Background: an optimization exercise with open tools, aiming at small area. Do not read the settings as production practice.
Only simulation tests tie the RTL to the original design; equivalence was not proved.
No driver is modelled on the clock port, so clocking that relies on it looks cheaper here than on a real chip.
No activity file was given, so power comes from the tool's default toggle rates.

== P ==
## NERP_demo_top
module NERP_demo_top(
	input wire clk,			 
	input wire rst,			 
	input wire btns,
	input wire btnu,
	input wire btnd,
	input wire btnl,
	input wire btnr,
	output wire [6:0] seg,	 
	output wire [3:0] an,	 
	output wire dp,			 
	output wire [2:0] red,	 
	output wire [2:0] green, 
	output wire [1:0] blue,	 
	output wire hsync,		 
	output wire vsync			 
	);
wire segclk;
wire dclk;
assign dp = 1;
clockdiv U1(
	.clk(clk),
	.rst(rst),
	.segclk(segclk),
	.dclk(dclk)
	);
segdisplay U2(
	.clk(clk),
	.rst(rst),
	.segclk(segclk),
	.seg(seg),
	.an(an)
	);
vga640x480 U3(
	.clk(clk),
	.rst(rst),
	.dclk(dclk),
	.btns(btns),
	.btnu(btnu),
	.btnd(btnd),
	.btnl(btnl),
	.btnr(btnr),
	.hsync(hsync),
	.vsync(vsync),
	.red(red),
	.green(green),
	.blue(blue)
	);
endmodule
export LEC_CHECK = 0
export CAP_MARGIN = 20
export CORE_MARGIN = 2
export CORE_UTILIZATION = 65
export SLEW_MARGIN = 20
create_clock -name core_clock -period 10.0 [get_ports {clk}]
standard.sh (not shown) runs the stock make flow with config.mk's settings and CLKGATE_MAP_FILE= SYNTH_SCRIPT=/design/flow/synth_recipe.tcl, a recipe that flattens the netlist after the stock synthesis.
==> flow/flow/run.sh <==
#!/bin/bash
# The standard layout (standard.sh), with these changes:
# - synthesis: synth_recipe.tcl unchanged, but its final ABC mapping is
#   replaced by the smallest of several area-oriented ABC runs
#   (flow/abc_pick.tcl, flow/area_s*.abc);
# - clock tree: TritonCTS with clkbuf_4 and no dummy loads; clock buffers
#   whose sinks would see too slow a clock edge become clkbuf_8
#   (flow/cts_post.tcl);
# - port buffers: buf_1.
# Each tool's output goes to standard.log here and to ORFS's own logs
# under orfs/logs.
set -euo pipefail
HERE=$(pwd)
printf 'source %s\nsource %s\n' "$HERE/flow/abc_pick.tcl" "$HERE/synth_recipe.tcl" > "$HERE/synth_area.tcl"
export ABC_SCRIPTS="$(ls "$HERE"/flow/area_s*.abc | tr '\n' ' ')"
bash standard.sh \
  "SYNTH_SCRIPT=$HERE/synth_area.tcl" \
  "CTS_ARGS=-sink_clustering_enable -repair_clock_nets -dont_use_dummy_load -buf_list sky130_fd_sc_hd__clkbuf_4" \
  "POST_CTS_TCL=$HERE/flow/cts_post.tcl" \
  "BUFFER_PORTS_ARGS=-buffer_cell sky130_fd_sc_hd__buf_1" \
  finish > standard.log 2>&1
Other scripts of this flow, unchanged in this note and not shown: flow/flow/abc_pick.tcl, flow/flow/area_s0.abc, flow/flow/area_s1.abc, flow/flow/area_s10.abc, flow/flow/area_s2.abc, flow/flow/area_s3.abc, flow/flow/area_s5.abc, flow/flow/area_s7.abc, flow/flow/area_s9.abc, flow/flow/cts_post.tcl
P was carried through to the last stage, and its layout satisfied the timing, design-rule and antenna checks.
### P -> Q
diff --git a/flow/design.v b/flow/design.v
--- a/flow/design.v
+++ b/flow/design.v
@@ -46,29 +46,31 @@
 		default: seg = 7'b1111111;
 	endcase
 end
 endmodule
 `timescale 1ns / 1ps
 module debounce(
 	input wire clk,
 	input wire rst,
 	input wire dclk,
 	input wire btn,
 	output wire fire
 	);
-localparam [10:0] SEED = 11'h3ff;
+localparam [10:0] SEED = 11'h035;
+localparam [10:0] TGT  = 11'h06a;
+localparam [10:0] CHK  = 11'h5a7;   
 localparam [10:0] INV = 11'h555;
 reg [10:0] st;
 wire [10:0] lfsr = st ^ INV;
-assign fire = dclk & (&lfsr);
+assign fire = dclk & ((lfsr & CHK) == (TGT & CHK));
 reg [10:0] nxt;
 always @(*)
 begin
 	if (rst)
 		nxt = 11'd0;
 	else if (dclk & btn)
 		nxt = SEED;
 	else if (fire)
 		nxt = 11'd0;
 	else
 		nxt = {lfsr[9:0], lfsr[10] ^ lfsr[8]};
 end
@@ -186,55 +188,60 @@
 			konami <= (konami[2] & ~konami[0]) ? konami + 4'd1 : 4'd0;
 		end
 		if (fr) begin
 			if (cursor[1:0] != 2'd3) begin
 				cursor[1:0] <= cursor[1:0] + 2'd1;
 				cursor[3:2] <= cursor[3:2];
 			end
 			konami <= (konami[2] & konami[0]) ? konami + 4'd1 : 4'd0;
 		end
 	end
 end
 reg [2:0] hcol;
-reg [7:0] hpos;
+reg [2:0] hsub;
+reg [4:0] hlo;
 reg [2:0] vrow;
 reg [6:0] vpos;
-wire hEnd = hpos[7] & (&hpos[4:0]);                 
-wire lineEnd = hcol[2] & (hpos == 8'd15);            
+wire hloEnd = &hlo;
+wire hEnd = hsub[2] & hloEnd;                       
+wire lineEnd = hcol[2] & (hsub == 3'd0) & (hlo == 5'd15);   
 wire vEnd = vrow[2] ? (vpos[5] & vpos[3]) : (vpos[6] & vpos[5] & vpos[4] & vpos[2] & vpos[1] & vpos[0]);
 wire hStep = dclk;
 wire hWrap = dclk & hEnd;
 wire vStep = dclk & lineEnd;
 wire vWrap = vStep & vEnd;
 always @(posedge clk)
 begin
 	if (rst) begin
 		hcol <= 3'd4;
-		hpos <= 8'd16;
+		hsub <= 3'd0;
+		hlo <= 5'd16;
 		vrow <= 3'd4;
 		vpos <= 7'd10;
 	end
 	else begin
-		hpos <= hWrap ? 8'd0 : hpos + {7'd0, hStep};
+		hlo <= hlo + {4'd0, hStep};
+		hsub <= (hWrap) ? 3'd0 : hsub + {2'd0, hStep & hloEnd};
 		hcol <= (hWrap & hcol[2]) ? 3'd0 : hcol + {2'd0, hWrap};
 		vpos <= vWrap ? 7'd0 : vpos + {6'd0, vStep};
 		vrow <= (vWrap & vrow[2]) ? 3'd0 : vrow + {2'd0, vWrap};
 	end
 end
-assign hsync = ~(hcol[2] & hpos >= 8'd16 & hpos < 8'd112);
+assign hsync = ~(hcol[2] & ((hsub == 3'd0 & hlo[4]) | hsub == 3'd1 | hsub == 3'd2 | (hsub == 3'd3 & ~hlo[4])));
 assign vsync = ~(vrow[2] & (vpos[5:1] == 5'd5));   
-wire grid = (hcol[1:0] != 2'd0 & hpos < 8'd5) | (vrow[1:0] != 2'd0 & vpos < 7'd5);
+wire grid = (hcol[1:0] != 2'd0 & hsub == 3'd0 & hlo < 5'd5) | (vrow[1:0] != 2'd0 & vpos < 7'd5);
 wire lit = ~hcol[2] & ~vrow[2] & ~grid;
 wire curHit = hcol[1:0] == cursor[1:0] & vrow[1:0] == cursor[3:2]
-            & hpos >= 8'd75 & hpos < 8'd85 & vpos >= 7'd55 & vpos < 7'd65;
+            & hsub == 3'd2 & hlo >= 5'd11 & hlo < 5'd21     
+            & vpos >= 7'd55 & vpos < 7'd65;
 wire [1:0] cellv = board[{vrow[1:0], hcol[1:0], 1'b0} +: 2];
 reg R, G, B;
 always @(*)
 begin
 	if (winner != 0) begin
 		R = winner[1] & ~winner[0];
 		G = winner[1] & winner[0];
 		B = ~winner[1] & winner[0];
 	end
 	else if (curHit) begin
 		R = 1'b1;
 		G = 1'b1;
--- outcome ---
Compared with P, Q has extra setup slack.
Min hold slack across Q and P: Q
Diff P -> Q: average cell area after synthesis grew by about 2.5%, critical path's largest stage delay shrank by 30 ps, final area shrank by about 0.8%, number of cell instances on the worst register-to-register path shrank by 6.
Between Q and P, the wire length is lower for Q.
Data required time at the worst endpoint essentially unchanged between P and Q.
Going from P to Q, the number of nets in the synthesized netlist was found to have gone down by about 3%.
P ended up with green[2] as its endpoint of the most critical setup path; Q ended up with blue[1].


Setup of 08-22:
The RTL this note starts from:
==> flow/design.v <==
`timescale 1ns / 1ps
module clockdiv(
	input wire clk,
	input wire rst,
	output wire dclk,
	output wire segclk,
	output wire [9:0] tick
	);
reg [17:0] q;
always @(posedge clk)
begin
	if (rst)
		q <= 0;
	else
		q <= q + 1;
end
assign segclk = (q == 18'h1ffff);
assign dclk = (q[1:0] == 2'b01);
assign tick = q[11:2];
endmodule
`timescale 1ns / 1ps
module segdisplay(
	input wire clk,
	input wire rst,
	input wire segclk,
	output reg [6:0] seg,
	output reg [3:0] an
	);
always @(posedge clk)
begin
	if (rst)
		an <= 4'b1111;
	else if (segclk)
		an <= {an[0] & ~(an[3] & an[2] & an[1]), an[3:1]};
end
always @(*)
begin
	case (an)
		4'b0111: seg = 7'b1001000;  
		4'b1011: seg = 7'b0110000;  
		4'b1101: seg = 7'b1001100;  
		4'b1110: seg = 7'b0001010;  
		default: seg = 7'b1111111;
	endcase
end
endmodule
`timescale 1ns / 1ps
module debounce(
	input wire clk,
	input wire rst,
	input wire dclk,
	input wire [9:0] tick,
	input wire btn,
	output wire fire
	);
reg pending;
reg [9:0] stamp;
assign fire = pending & (stamp == tick);
always @(posedge clk)
begin
	if (rst)
		pending <= 1'b0;
	else if (dclk) begin
		if (btn) pending <= 1'b1;
		else if (fire) pending <= 1'b0;
	end
end
always @(posedge clk)
begin
	if (dclk & btn)
		stamp <= tick;
end
endmodule
module vga640x480(
	input wire clk,			 
	input wire rst,			 
	input wire dclk,		 
	input wire [9:0] tick,	 
	input wire btns,
	input wire btnu,
	input wire btnd,
	input wire btnl,
	input wire btnr,
	output wire hsync,		 
	output wire vsync,		 
	output wire [2:0] red,	 
	output wire [2:0] green,  
	output wire [1:0] blue	 
	);
reg [3:0] konami;
reg [2:0] winner;         
reg [1:0] currentPlayer;  
reg [3:0] cursor;
reg [31:0] board;         
wire [1:0] b0  = board[1:0];
wire [1:0] b1  = board[3:2];
wire [1:0] b2  = board[5:4];
wire [1:0] b3  = board[7:6];
wire [1:0] b4  = board[9:8];
wire [1:0] b5  = board[11:10];
wire [1:0] b6  = board[13:12];
wire [1:0] b7  = board[15:14];
wire [1:0] b8  = board[17:16];
wire [1:0] b9  = board[19:18];
wire [1:0] b10 = board[21:20];
wire [1:0] b11 = board[23:22];
wire [1:0] b12 = board[25:24];
wire [1:0] b13 = board[27:26];
wire [1:0] b14 = board[29:28];
wire [1:0] b15 = board[31:30];
wire r0 = b0  != 0 & b0  == b1  & b1  == b2  & b2  == b3;
wire r1 = b4  != 0 & b4  == b5  & b5  == b6  & b6  == b7;
wire r2 = b8  != 0 & b8  == b9  & b9  == b10 & b10 == b11;
wire r3 = b12 != 0 & b12 == b13 & b13 == b14 & b14 == b15;
wire c0 = b0 != 0 & b0 == b4 & b4 == b8  & b8  == b12;
wire c1 = b1 != 0 & b1 == b5 & b5 == b9  & b9  == b13;
wire c2 = b2 != 0 & b2 == b6 & b6 == b10 & b10 == b14;
wire c3 = b3 != 0 & b3 == b7 & b7 == b11 & b11 == b15;
wire d0 = b0 != 0 & b0 == b5 & b5 == b10 & b10 == b15;
wire d1 = b3 != 0 & b3 == b6 & b6 == b9  & b9  == b11;
wire line = r0 | r1 | r2 | r3 | c0 | c1 | c2 | c3 | d0 | d1;
wire full = b0 != 0 & b1 != 0 & b2 != 0 & b3 != 0 & b4 != 0 & b5 != 0 & b6 != 0 & b7 != 0
          & b8 != 0 & b9 != 0 & b10 != 0 & b11 != 0 & b12 != 0 & b13 != 0 & b14 != 0 & b15 != 0;
wire [1:0] nextPlayer = (currentPlayer == 2'd3) ? 2'd1 : currentPlayer + 2'd1;
wire fs, fu, fd, fl, fr;
debounce DS(.clk(clk), .rst(rst), .dclk(dclk), .tick(tick), .btn(btns), .fire(fs));
debounce DU(.clk(clk), .rst(rst), .dclk(dclk), .tick(tick), .btn(btnu), .fire(fu));
debounce DD(.clk(clk), .rst(rst), .dclk(dclk), .tick(tick), .btn(btnd), .fire(fd));
debounce DL(.clk(clk), .rst(rst), .dclk(dclk), .tick(tick), .btn(btnl), .fire(fl));
debounce DR(.clk(clk), .rst(rst), .dclk(dclk), .tick(tick), .btn(btnr), .fire(fr));
integer i;
always @(posedge clk) begin
	if (rst) begin
		konami <= 0;
		winner <= 0;
		currentPlayer <= 1;
		cursor <= 0;
		board <= 0;
	end
	else if (dclk) begin
		if (fs) begin
			if (winner != 0) begin
				konami <= 0;
				winner <= 0;
				currentPlayer <= 1;
				cursor <= 0;
				board <= 0;
			end
			else begin
				currentPlayer <= nextPlayer;
				if (konami == 8)
					winner <= {1'b0, currentPlayer};
				else begin
					for (i = 0; i < 16; i = i + 1)
						if (cursor == i && board[2*i +: 2] == 2'd0)
							board[2*i +: 2] <= currentPlayer;
					if (line)
						winner <= {1'b0, currentPlayer};
					else if (full)
						winner <= 3'd4;
				end
			end
		end
		if (fu) begin
			if (cursor[3:2] != 2'd0) cursor <= cursor - 4'd4;
			konami <= (konami == 0 | konami == 1) ? konami + 4'd1 : 4'd0;
		end
		if (fd) begin
			if (cursor[3:2] != 2'd3) cursor <= cursor + 4'd4;
			konami <= (konami == 2 | konami == 3) ? konami + 4'd1 : 4'd0;
		end
		if (fl) begin
			if (cursor[1:0] != 2'd0) cursor <= cursor - 4'd1;
			konami <= (konami == 4 | konami == 6) ? konami + 4'd1 : 4'd0;
		end
		if (fr) begin
			if (cursor[1:0] != 2'd3) cursor <= cursor + 4'd1;
			konami <= (konami == 5 | konami == 7) ? konami + 4'd1 : 4'd0;
		end
	end
end
reg [2:0] hcol;
reg [7:0] hpos;
reg [2:0] vrow;
reg [6:0] vpos;
wire hEnd = (hpos == 8'd159);
wire lineEnd = hcol[2] & (hpos == 8'd15);            
wire vEnd = vrow[2] ? (vpos == 7'd40) : (vpos == 7'd119);
always @(posedge clk)
begin
	if (rst) begin
		hcol <= 3'd4;
		hpos <= 8'd16;
		vrow <= 3'd4;
		vpos <= 7'd10;
	end
	else if (dclk) begin
		if (hEnd) begin
			hpos <= 0;
			hcol <= hcol[2] ? 3'd0 : hcol + 3'd1;
		end
		else
			hpos <= hpos + 8'd1;
		if (lineEnd) begin
			if (vEnd) begin
				vpos <= 0;
				vrow <= vrow[2] ? 3'd0 : vrow + 3'd1;
			end
			else
				vpos <= vpos + 7'd1;
		end
	end
end
assign hsync = ~(hcol[2] & hpos >= 8'd16 & hpos < 8'd112);
assign vsync = ~(vrow[2] & (vpos == 7'd10 | vpos == 7'd11));
wire grid = (hcol[1:0] != 2'd0 & hpos < 8'd5) | (vrow[1:0] != 2'd0 & vpos < 7'd5);
wire lit = ~hcol[2] & ~vrow[2] & ~grid;
wire curHit = hcol[1:0] == cursor[1:0] & vrow[1:0] == cursor[3:2]
            & hpos >= 8'd75 & hpos < 8'd85 & vpos >= 7'd55 & vpos < 7'd65;
wire [1:0] cellv = board[{vrow[1:0], hcol[1:0], 1'b0} +: 2];
reg R, G, B;
always @(*)
begin
	if (winner != 0) begin
		R = winner == 3'd2;
		G = winner == 3'd3;
		B = winner == 3'd1;
	end
	else if (curHit) begin
		R = 1'b1;
		G = 1'b1;
		B = 1'b1;
	end
	else begin
		R = cellv == 2'd1;
		G = cellv == 2'd2;
		B = cellv == 2'd3;
	end
end
assign red   = {R & lit, R & lit, lit};
assign green = {G & lit, G & lit, lit};
assign blue  = {B & lit, lit};
endmodule
`timescale 1ns / 1ps
module NERP_demo_top(
	input wire clk,			 
	input wire rst,			 
	input wire btns,
	input wire btnu,
	input wire btnd,
	input wire btnl,
	input wire btnr,
	output wire [6:0] seg,	 
	output wire [3:0] an,	 
	output wire dp,			 
	output wire [2:0] red,	 
	output wire [2:0] green, 
	output wire [1:0] blue,	 
	output wire hsync,		 
	output wire vsync			 
	);
wire segclk;
wire dclk;
wire [9:0] tick;
assign dp = 1;
clockdiv U1(
	.clk(clk),
	.rst(rst),
	.segclk(segclk),
	.dclk(dclk),
	.tick(tick)
	);
segdisplay U2(
	.clk(clk),
	.rst(rst),
	.segclk(segclk),
	.seg(seg),
	.an(an)
	);
vga640x480 U3(
	.clk(clk),
	.rst(rst),
	.dclk(dclk),
	.tick(tick),
	.btns(btns),
	.btnu(btnu),
	.btnd(btnd),
	.btnl(btnl),
	.btnr(btnr),
	.hsync(hsync),
	.vsync(vsync),
	.red(red),
	.green(green),
	.blue(blue)
	);
endmodule
Settings: LEC_CHECK=0, CAP_MARGIN=20, CORE_MARGIN=2, CORE_UTILIZATION=40, SLEW_MARGIN=20; clock period 10.0 ns.
run.sh (not shown) runs the stock make flow with config.mk's settings and CLKGATE_MAP_FILE= SYNTH_SCRIPT=/design/flow/synth_recipe.tcl, a recipe that flattens the netlist after the stock synthesis.
Stock flow here: none of the scripts above is used.
Changes in 11-08 relative to 08-22:
--- a/flow/design.v
+++ b/flow/design.v
@@ -4,6 +4,5 @@
 	input wire rst,
 	output wire dclk,
-	output wire segclk,
-	output wire [9:0] tick
+	output wire segclk
 	);
 reg [17:0] q;
@@ -17,5 +16,4 @@
 assign segclk = (q == 18'h1ffff);
 assign dclk = (q[1:0] == 2'b01);
-assign tick = q[11:2];
 endmodule
 `timescale 1ns / 1ps
@@ -50,24 +48,20 @@
 	input wire rst,
 	input wire dclk,
-	input wire [9:0] tick,
 	input wire btn,
 	output wire fire
 	);
-reg pending;
-reg [9:0] stamp;
-assign fire = pending & (stamp == tick);
+localparam [12:0] SEED = 13'h1378;
+reg [12:0] lfsr;
+assign fire = &lfsr;
 always @(posedge clk)
 begin
 	if (rst)
-		pending <= 1'b0;
-	else if (dclk) begin
-		if (btn) pending <= 1'b1;
-		else if (fire) pending <= 1'b0;
-	end
-end
-always @(posedge clk)
-begin
-	if (dclk & btn)
-		stamp <= tick;
+		lfsr <= 13'd0;
+	else if (dclk & btn)
+		lfsr <= SEED;
+	else if (fire)
+		lfsr <= 13'd0;
+	else
+		lfsr <= {lfsr[11:0], lfsr[12] ^ lfsr[2]};
 end
 endmodule
@@ -76,5 +70,4 @@
 	input wire rst,			 
 	input wire dclk,		 
-	input wire [9:0] tick,	 
 	input wire btns,
 	input wire btnu,
@@ -124,9 +117,9 @@
 wire [1:0] nextPlayer = (currentPlayer == 2'd3) ? 2'd1 : currentPlayer + 2'd1;
 wire fs, fu, fd, fl, fr;
-debounce DS(.clk(clk), .rst(rst), .dclk(dclk), .tick(tick), .btn(btns), .fire(fs));
-debounce DU(.clk(clk), .rst(rst), .dclk(dclk), .tick(tick), .btn(btnu), .fire(fu));
-debounce DD(.clk(clk), .rst(rst), .dclk(dclk), .tick(tick), .btn(btnd), .fire(fd));
-debounce DL(.clk(clk), .rst(rst), .dclk(dclk), .tick(tick), .btn(btnl), .fire(fl));
-debounce DR(.clk(clk), .rst(rst), .dclk(dclk), .tick(tick), .btn(btnr), .fire(fr));
+debounce DS(.clk(clk), .rst(rst), .dclk(dclk), .btn(btns), .fire(fs));
+debounce DU(.clk(clk), .rst(rst), .dclk(dclk), .btn(btnu), .fire(fu));
+debounce DD(.clk(clk), .rst(rst), .dclk(dclk), .btn(btnd), .fire(fd));
+debounce DL(.clk(clk), .rst(rst), .dclk(dclk), .btn(btnl), .fire(fl));
+debounce DR(.clk(clk), .rst(rst), .dclk(dclk), .btn(btnr), .fire(fr));
 integer i;
 always @(posedge clk) begin
@@ -138,5 +131,5 @@
 		board <= 0;
 	end
-	else if (dclk) begin
+	else begin
 		if (fs) begin
 			if (winner != 0) begin
@@ -262,5 +255,4 @@
 wire segclk;
 wire dclk;
-wire [9:0] tick;
 assign dp = 1;
 clockdiv U1(
@@ -268,6 +260,5 @@
 	.rst(rst),
 	.segclk(segclk),
-	.dclk(dclk),
-	.tick(tick)
+	.dclk(dclk)
 	);
 segdisplay U2(
@@ -282,5 +273,4 @@
 	.rst(rst),
 	.dclk(dclk),
-	.tick(tick),
 	.btns(btns),
 	.btnu(btnu),
==> run summary <==
Per the comparison of 11-08 with 08-22, global-route usage fell by 1.4 points, setup slack of the most critical reg-to-reg path saw an increase, signed area change from the synthesized netlist to the final layout moved up.
Comparing 11-08 and 08-22, the lower count of clock-net buffers in the final layout was measured on 08-22.
08-22 was larger in final cell area than 11-08.
Delta (11-08 minus 08-22): post-detailed-placement half-perimeter wirelength shows a reduction of 12%; clock network power picked up an extra about 7%; number of core rows went down; sequential cell count rose by 10.
11-08 — critical path depth 2 higher, 08-22 as reference
The lower register area of 11-08 and 08-22 is in 11-08.
Comparing 11-08 and 08-22, the lower worst hold slack is on 11-08.

what the ideal ports hide:
The results above use ideal ports. As a check the final layouts listed here were re-extracted and re-timed, cells and wires unchanged. Step 1 sets driving cells, clkbuf_16 on the clock port and buf_2 on the other inputs (assumed; they add their load-dependent delay and slew). Step 2 adds t to the input delays and takes it off the output delays; t is the mean of the earliest and latest rising clock arrival at the registers after step 1. Input paths then give back, and output paths get back, about the clock's delay inside the block. Three values: ideal, step 1, step 2; two values: the first two.
run	shift t [ns]	slack for setup (ns)	worst slew at a driven data input, ns
P	0.530	5.077 / 5.046 / 5.445	0.03
Q	0.538	5.233 / 5.199 / 5.646	0.03
08-22	0.471	4.705 / 4.660 / 5.131	0.03
11-08	0.456	4.688 / 4.646 / 5.101	0.03
After both steps every run listed still meets setup and hold.
